Source: an optimization exercise on an open RTL-to-GDS flow (aim: small area). Production flows keep margins and buffers that such runs may drop. At most, simulation tests tie the RTL to the original design; equivalence was not proved. Power is estimated from default activity; no workload was simulated.

== job 6394 ==
==> flow/design.v (excerpt) <==
module alu16(clk, rst, a, b, ctrl, res, R15);
	input clk, rst;
	input [15:0] a, b;
	input [3:0] ctrl;
	output reg [15:0] res;
	output reg [15:0] R15;
	wire [15:0] sum, quo, rem;
	wire [31:0] prod;
	reg [15:0] res_d, R15_d;
	ALU u_alu(.a(a), .b(b), .ctrl(ctrl), .sum(sum), .prod(prod), .quo(quo), .rem(rem));
	always @(*) begin
		res_d = res;
		R15_d = R15;
		case (ctrl)
			4'd0, 4'd1: res_d = sum;
			4'd2: {R15_d, res_d} = prod;
			4'd3: begin res_d = quo; R15_d = rem; end
			4'd4: res_d = a & b;
			4'd5: res_d = a | b;
			default: ;
		endcase
	end
	always @(posedge clk, negedge rst) begin
		if (~rst) begin
			res <= 16'h0000;
			R15 <= 16'h0000;
		end
		else begin
			res <= res_d;
			R15 <= R15_d;
		end
	end
endmodule
For scale: about 1,800 cells after synthesis, about 32 flip-flops, about 70 I/O pins, about 14,000 um^2 of cells after synthesis.
clock: 40.0 ns
lec_check: 0
cap_margin: 20
core_margin: 2
core_utilization: 40
cts_buf_list: sky130_fd_sc_hd__clkbuf_8
cts_cluster_size: 12
setup_slack_margin: -1.0
slew_margin: 20
synth_hierarchical: 1
synth_minimum_keep_size: 0
standard.sh (not shown) runs the stock make flow with config.mk's settings and CLKGATE_MAP_FILE= SYNTH_SCRIPT=/design/flow/synth_recipe.tcl, a recipe that flattens the netlist after the stock synthesis.
==> flow/flow/run.sh <==
#!/bin/bash
cp standard.sh standard_sh_copy.txt
export BUFFER_PORTS_ARGS="-buffer_cell sky130_fd_sc_hd__buf_1"
bash standard.sh > standard.log 2>&1
Setup changes, job 6394 to job 4168
Settings: CTS_CLUSTER_SIZE: 12 -> unset; CORE_UTILIZATION: 40 -> 45.
- Changes observed in job 4168 relative to job 6394: worst setup slack shows a reduction of 0.037 ns; number of logic stages on the critical path including buffering shows no meaningful change; switching power of the nets shows no meaningful change; final critical path time including I/O delays and setup shows an increase of 0.037 ns.
- Global-route usage up 2.2 points in job 4168 wrt job 6394
- Data arrival time of the worst path delta for job 4168 relative to job 6394: 0.05 ns higher
- Any difference in overall power after layout between job 6394 and job 4168 is small enough to ignore.
- In the reports for job 6394 and job 4168, the larger area taken by multi-input logic gates belongs to job 6394.
- Job 4168 falls short of job 6394 in worst slew slack as a fraction of its limit.
- Final area across job 6394 and job 4168: no real change.
- Comparing job 6394 and job 4168, cell count after placement is higher on job 6394.
Modified inputs, job 814 compared to job 4168
Settings: swapping 45 for 35 in CORE_UTILIZATION.
Notes after the runs:
Net switching power (lower): job 4168
Diff job 4168..job 814 | combinational power | negligible
Diff job 4168 -> job 814: cell depth of the worst setup path shows an increase of 1.2%, worst hold margin shows no meaningful change.
Relative to job 814, the following input files were edited for job 1586:
Settings: CORE_UTILIZATION now 40, was 35.
--- a/flow/flow/run.sh
+++ b/flow/flow/run.sh
@@ -3,0 +4 @@
+export SKIP_GATE_CLONING=1
- Job 1586 reached the final stage; the timing, design-rule and antenna checks on its layout passed.
- Worst setup slack, job 1586 and job 814, lower one = job 1586.
- The met1 routing resource usage after global routing number comes out higher for job 1586 vs job 814.
- Going from job 814 to job 1586, number of clock buffers in the layout has decreased; design area has decreased; critical path buffer and inverter count has decreased; placement-stage worst setup slack has decreased; starting density of the core has increased.
### job 1586 -> job 7123
Settings: CTS_BUF_LIST removed (was sky130_fd_sc_hd__clkbuf_8); PLACE_DENSITY newly set to 0.75.
--- a/flow/flow/run.sh
+++ b/flow/flow/run.sh
@@ -4 +3,0 @@
-export SKIP_GATE_CLONING=1
Results
- Job 1586 has higher global-route usage than job 7123.
- Post-place setup slack, job 7123 and job 1586: higher on job 1586
- Job 7123 against job 1586; wire length of the first global-routing pass is down slightly.
- Across job 7123 and job 1586, none had a timing, DRC or antenna violation.
- Compared job 1586 against job 7123; multi-input gate area in the final layout within noise.
- In the reports for job 7123 and job 1586, the smaller depth of the critical timing path with buffers and inverters included belongs to job 7123.
- Summary of job 7123 over job 1586: post-route non-filler standard cell count moved up; timing-limited maximum frequency decreased by 1.1% relative to the old numbers; portion of the clock cycle consumed by the worst path in the final layout picked up an extra 1.0 points; sequential power went up by about 1%.

========
Starting RTL as in the previous note.
clock: 40.0 ns
lec_check: 0
cap_margin: 20
core_margin: 2
core_utilization: 40
cts_buf_list: sky130_fd_sc_hd__clkbuf_8
setup_slack_margin: -1.0
slew_margin: 20
synth_hierarchical: 1
synth_minimum_keep_size: 0
tns_end_percent: 0
==> flow/flow/run.sh <==
#!/bin/bash
cp standard.sh standard_sh_copy.txt
export BUFFER_PORTS_ARGS="-buffer_cell sky130_fd_sc_hd__buf_1"
bash standard.sh > standard.log 2>&1
Next try:
- CTS_BUF_LIST: sky130_fd_sc_hd__clkbuf_8 -> unset
- GPL_TIMING_DRIVEN: unset -> 0
- TNS_END_PERCENT: 0 -> unset
Count of clock-buffer cells in the layout grows by 2.
Maximum frequency shrinks slightly.
Cell area grows by a few percent.
Power grows by about a fifth.
First-iteration DRC count shrinks by about a fifth.
Wire length shrinks by a few percent.
Clock skew does not change.
Worst setup slack loses 180 ps.
Clock power grows by well over a third.
Area after synthesis does not change.
Combinational power grows by about a fifth.

========
Starting RTL as in the previous note.
clock: 40.0 ns
lec_check: 0
cap_margin: 20
core_margin: 2
core_utilization: 40
cts_buf_list: sky130_fd_sc_hd__clkbuf_8
gpl_routability_driven: 0
setup_slack_margin: -1.0
slew_margin: 20
synth_hierarchical: 1
synth_minimum_keep_size: 0
Scripts as last shown in full above: flow/flow/run.sh
The baseline completed without violations.
Rerun with:
CORE_UTILIZATION = 30   (was 40)
CTS_BUF_LIST = not set   (was sky130_fd_sc_hd__clkbuf_8)
GPL_ROUTABILITY_DRIVEN = not set   (was 0)
Outcome: Total power rose by 4.2%. Synthesized cell count stays the same. Core utilization is lower by 10 points. Hold slack gets worse by 0.013 ns. Count of clock-buffer cells in the layout is unchanged.
Rerun with:
CORE_UTILIZATION = 40   (was 30)
CTS_BUF_LIST = sky130_fd_sc_hd__clkbuf_8   (was not set)
After rerunning: First-iteration DRC count is lower by about 20%. Hold slack gets better by 0.013 ns. Flip-flop and latch count does not change. Sequential share of layout area came out higher by 0.13 points.
Rerun with:
PLACE_DENSITY = 0.5   (was not set)
Effect:
- first-iteration DRC count goes down by a quarter to a third
- clock skew stays the same
- final cell count grows slightly
- via count shrinks slightly
- setup slack is better by 0.25 ns
- sequential cell count does not change
- power shrinks slightly
- wire length is higher by a few percent
- clock-buffer cell count stays the same
- synthesized cell count stays the same
- maximum frequency rose slightly

========
## job 102
Another version of the RTL of alu16 (not shown whole).
Size: about 1800 cells after synthesis, ~32 flip-flops, roughly 70 I/O pins.
==> flow/config.mk <==
export PLATFORM = sky130hd
export DESIGN_NAME = alu16
export DESIGN_NICKNAME = alu16
export VERILOG_FILES = /design/flow/design.v
export SDC_FILE = /design/flow/constraint.sdc
export NUM_CORES = 4
export LEC_CHECK = 0
export CAP_MARGIN = 20
export CORE_MARGIN = 2
export CORE_UTILIZATION = 40
export SETUP_SLACK_MARGIN = -1.5
export SLEW_MARGIN = 20
export SYNTH_HIERARCHICAL = 1
export SYNTH_MINIMUM_KEEP_SIZE = 0
==> flow/constraint.sdc <==
create_clock -name core_clock -period 40.0 [get_ports {clk}]
set_input_delay 8.0000 -clock core_clock [delete_from_list [all_inputs] [get_ports {clk}]]
set_output_delay 8.0000 -clock core_clock [all_outputs]
set_load 0.01 [all_outputs]
Scripts as last shown in full above: flow/flow/run.sh
[inputs] job 105 vs job 102
# job 102
export LEC_CHECK = 0
export CAP_MARGIN = 20
export CORE_MARGIN = 2
export CORE_UTILIZATION = 40
export SETUP_SLACK_MARGIN = -1.5
export SLEW_MARGIN = 20
export SYNTH_HIERARCHICAL = 1
export SYNTH_MINIMUM_KEEP_SIZE = 0
create_clock -name core_clock -period 40.0 [get_ports {clk}]
# job 105
export LEC_CHECK = 0
export CAP_MARGIN = 20
export CORE_MARGIN = 2
export CORE_UTILIZATION = 55
export SETUP_SLACK_MARGIN = -1.0
export SLEW_MARGIN = 20
export SYNTH_HIERARCHICAL = 1
export SYNTH_MINIMUM_KEEP_SIZE = 0
create_clock -name core_clock -period 40.0 [get_ports {clk}]
[summary]
Changes observed in job 105 relative to job 102: number of clock buffers in the layout down 2; via count of the first global-routing pass down 178.
met3 track utilization from global routing was higher in job 102 than in job 105.
Looking at internal reg-to-reg setup slack across job 105 and job 102, the one that comes out lower is job 102.
Job 105 and job 102 ended up with roughly the same register share of the cell area.
Side by side, clock network power consumption turned out lower in job 105 than in job 102.
In the reports for job 105 and job 102, the larger routed wire length belongs to job 105.
Compared with job 102, job 105 shows a layout buffer count excluding clock buffers that is 23 higher.

========
Setup of lane 1:
Another version of the RTL of alu16 (not shown whole).
For scale: about 1700 cells after synthesis, about 70 I/O pins.
clock: 40.0 ns
lec_check: 0
cap_margin: 20
core_margin: 2
core_utilization: 40
cts_buf_list: sky130_fd_sc_hd__clkbuf_8
setup_slack_margin: -1.0
slew_margin: 20
synth_hierarchical: 1
synth_minimum_keep_size: 0
Scripts as last shown in full above: flow/flow/run.sh
#### Input delta (lane 2 over lane 1)
Settings: a deleted CTS_BUF_LIST that had been sky130_fd_sc_hd__clkbuf_8.
Results
Changes observed in lane 2 relative to lane 1: power density over the cells rose by about 1.3%; pin slew with the least headroom to its limit went up 0.023 ns; number of buffers other than clock buffers in the final layout ~0 delta.
Static leakage power: lane 2 and lane 1 compared, lower one is lane 1
Summary of lane 2 over lane 1: switching power total now sits higher; wire length now sits at about the same level; final setup slack of the worst path now sits lower.
The total power in lane 2 sits 18 uW above the value recorded for lane 1.
Lane 1 → lane 2: worst hold slack fell 0.0053 ns, post-layout instance area increased 63 um2.
No functional check of the RTL was part of any run of this note.

========
RTL: one of the versions met above, not the one the previous note started from.
Size in the first run: roughly 32 flip-flops, about 70 I/O pins, ~14000 sq um of cells after synthesis.
Settings: LEC_CHECK=0, CAP_MARGIN=20, CORE_MARGIN=2, CORE_UTILIZATION=40, SLEW_MARGIN=20, SYNTH_HIERARCHICAL=1, SYNTH_MINIMUM_KEEP_SIZE=0; clock period 40.0 ns.
Scripts as last shown in full above: flow/flow/run.sh
The first run completed without violations.
Edit:
SETUP_SLACK_MARGIN = -1.0   (was not set)
Effect: Global-route usage shrinks by 0.11 points; area after synthesis does not change; worst setup slack degrades by 1.0 ns; final area came out lower by 1.5%; wire length came out higher by 0.48%.

========
Another version of the RTL of alu16 (not shown whole).
Size in the first run: roughly 1,800 cells after synthesis, ~32 flip-flops, ~0.014 mm2 of cells after synthesis.
==> flow/config.mk <==
export PLATFORM = sky130hd
export DESIGN_NAME = alu16
export DESIGN_NICKNAME = alu16
export VERILOG_FILES = /design/flow/design.v
export SDC_FILE = /design/flow/constraint.sdc
export NUM_CORES = 4
export LEC_CHECK = 0
export CAP_MARGIN = 20
export CORE_MARGIN = 2
export CORE_UTILIZATION = 40
export SETUP_SLACK_MARGIN = -1.0
export SLEW_MARGIN = 20
export SYNTH_HIERARCHICAL = 1
export SYNTH_MINIMUM_KEEP_SIZE = 0
==> flow/constraint.sdc <==
create_clock -name core_clock -period 40.0 [get_ports {clk}]
set_input_delay 8.0000 -clock core_clock [delete_from_list [all_inputs] [get_ports {clk}]]
set_output_delay 8.0000 -clock core_clock [all_outputs]
set_load 0.01 [all_outputs]
Scripts as last shown in full above: flow/flow/run.sh
Rerun with:
==> flow/flow/run.sh (replaced) <==
#!/bin/bash
cp standard.sh standard_sh_copy.txt
export BUFFER_PORTS_ARGS="-buffer_cell sky130_fd_sc_hd__buf_1"
export RECOVER_POWER=100
bash standard.sh > standard.log 2>&1
- SETUP_SLACK_MARGIN: -1.0 -> not set
Result: With this change the flow finished but failed the layout checks on max-capacitance violations, max-slew violations. Final area came out higher by 1.2%. Setup slack improved by 0.91 ns. Final cell count is higher by 0.50%. Synthesized cell count is unchanged. Clock-buffer cell count rose by 1.
Function was not checked in any run of this note: the RTL went through the layout flow alone.

========
RTL: one of the versions met above, not the one the previous note started from.
Size: roughly 1800 cells after synthesis, about 70 I/O pins.
Settings: LEC_CHECK=0, CAP_MARGIN=20, CORE_MARGIN=2, CORE_UTILIZATION=40, CTS_BUF_LIST=sky130_fd_sc_hd__clkbuf_8, SETUP_SLACK_MARGIN=-1.25, SLEW_MARGIN=20, SYNTH_HIERARCHICAL=1, SYNTH_MINIMUM_KEEP_SIZE=0; clock period 40.0 ns.
==> flow/flow/run.sh <==
#!/bin/bash
cp standard.sh standard_sh_copy.txt
export BUFFER_PORTS_ARGS="-buffer_cell sky130_fd_sc_hd__buf_1"
bash standard.sh > standard.log 2>&1
==> next run, changes <==
- CTS_BUF_LIST: sky130_fd_sc_hd__clkbuf_8 -> unset
- SETUP_SLACK_MARGIN: -1.25 -> -1.0
Outcome: Setup slack improves by 49 ps; via count goes up slightly; core utilization goes up by 0.22 points; global-route usage barely changes; design area goes up slightly.

==> re-timing with driven ports <==
No port has a modelled driver above. Below, the same layouts with a new extraction and two added sets of constraints.
Step 1 (the two cells are an assumption about what drives the block):
set clk [get_ports {clk}]
set_driving_cell -lib_cell sky130_fd_sc_hd__clkbuf_16 $clk
set_driving_cell -lib_cell sky130_fd_sc_hd__buf_2 [delete_from_list [all_inputs] $clk]
Step 2 also shifts input and output timing later by t, the mid clock arrival at the registers, as if the neighbouring blocks saw the same clock.
Slacks: no drivers / after step 1 / after step 2; pairs: no drivers / after step 1.
run | t, ns | setup slack, ns | worst data-port slew with drivers (ns)
job 6394 | 0.343 | 1.276 / 1.289 / 0.946 | 0.08
job 4168 | 0.350 | 1.239 / 1.239 / 0.888 | 0.10
job 814 | 0.345 | 1.324 / 1.341 / 0.997 | 0.07
job 1586 | 0.343 | 1.276 / 1.289 / 0.946 | 0.08
job 7123 | 0.330 | 0.865 / 0.796 / 0.466 | 0.15
the first run of note 2 | 0.343 | 1.276 / 1.289 / 0.946 | 0.08
the second run of note 2 | 0.334 | 1.096 / 1.119 / 0.785 | 0.05
the first run of note 3 | 0.343 | 1.276 / 1.289 / 0.946 | 0.08
the second run of note 3 | 0.338 | 1.148 / 1.120 / 0.783 | 0.10
the third run of note 3 | 0.343 | 1.276 / 1.289 / 0.946 | 0.08
the fourth run of note 3 | 0.355 | 1.526 / 1.531 / 1.176 | 0.07
job 102 | 0.326 | 0.730 / 0.747 / 0.421 | 0.09
job 105 | 0.318 | 1.201 / 1.196 / 0.878 | 0.06
lane 1 | 0.372 | 1.117 / 1.121 / 0.749 | 0.08
lane 2 | 0.346 | 1.089 / 1.113 / 0.768 | 0.08
the first run of note 6 | 0.326 | 2.184 / 2.153 / 1.827 | 0.10
the second run of note 6 | 0.330 | 1.144 / 1.150 / 0.820 | 0.10
the first run of note 7 | 0.340 | 1.247 / 1.269 / 0.930 | 0.06
the second run of note 7 | 0.333 | 2.161 / 2.180 / 1.847 | 0.10
the first run of note 8 | 0.347 | 1.112 / 1.096 / 0.749 | 0.08
the second run of note 8 | 0.333 | 1.161 / 1.181 / 0.848 | 0.08
For job 7123, which loses most, drivers alone change the setup slack by -0.069 ns; drivers and shift together by -0.399 ns.
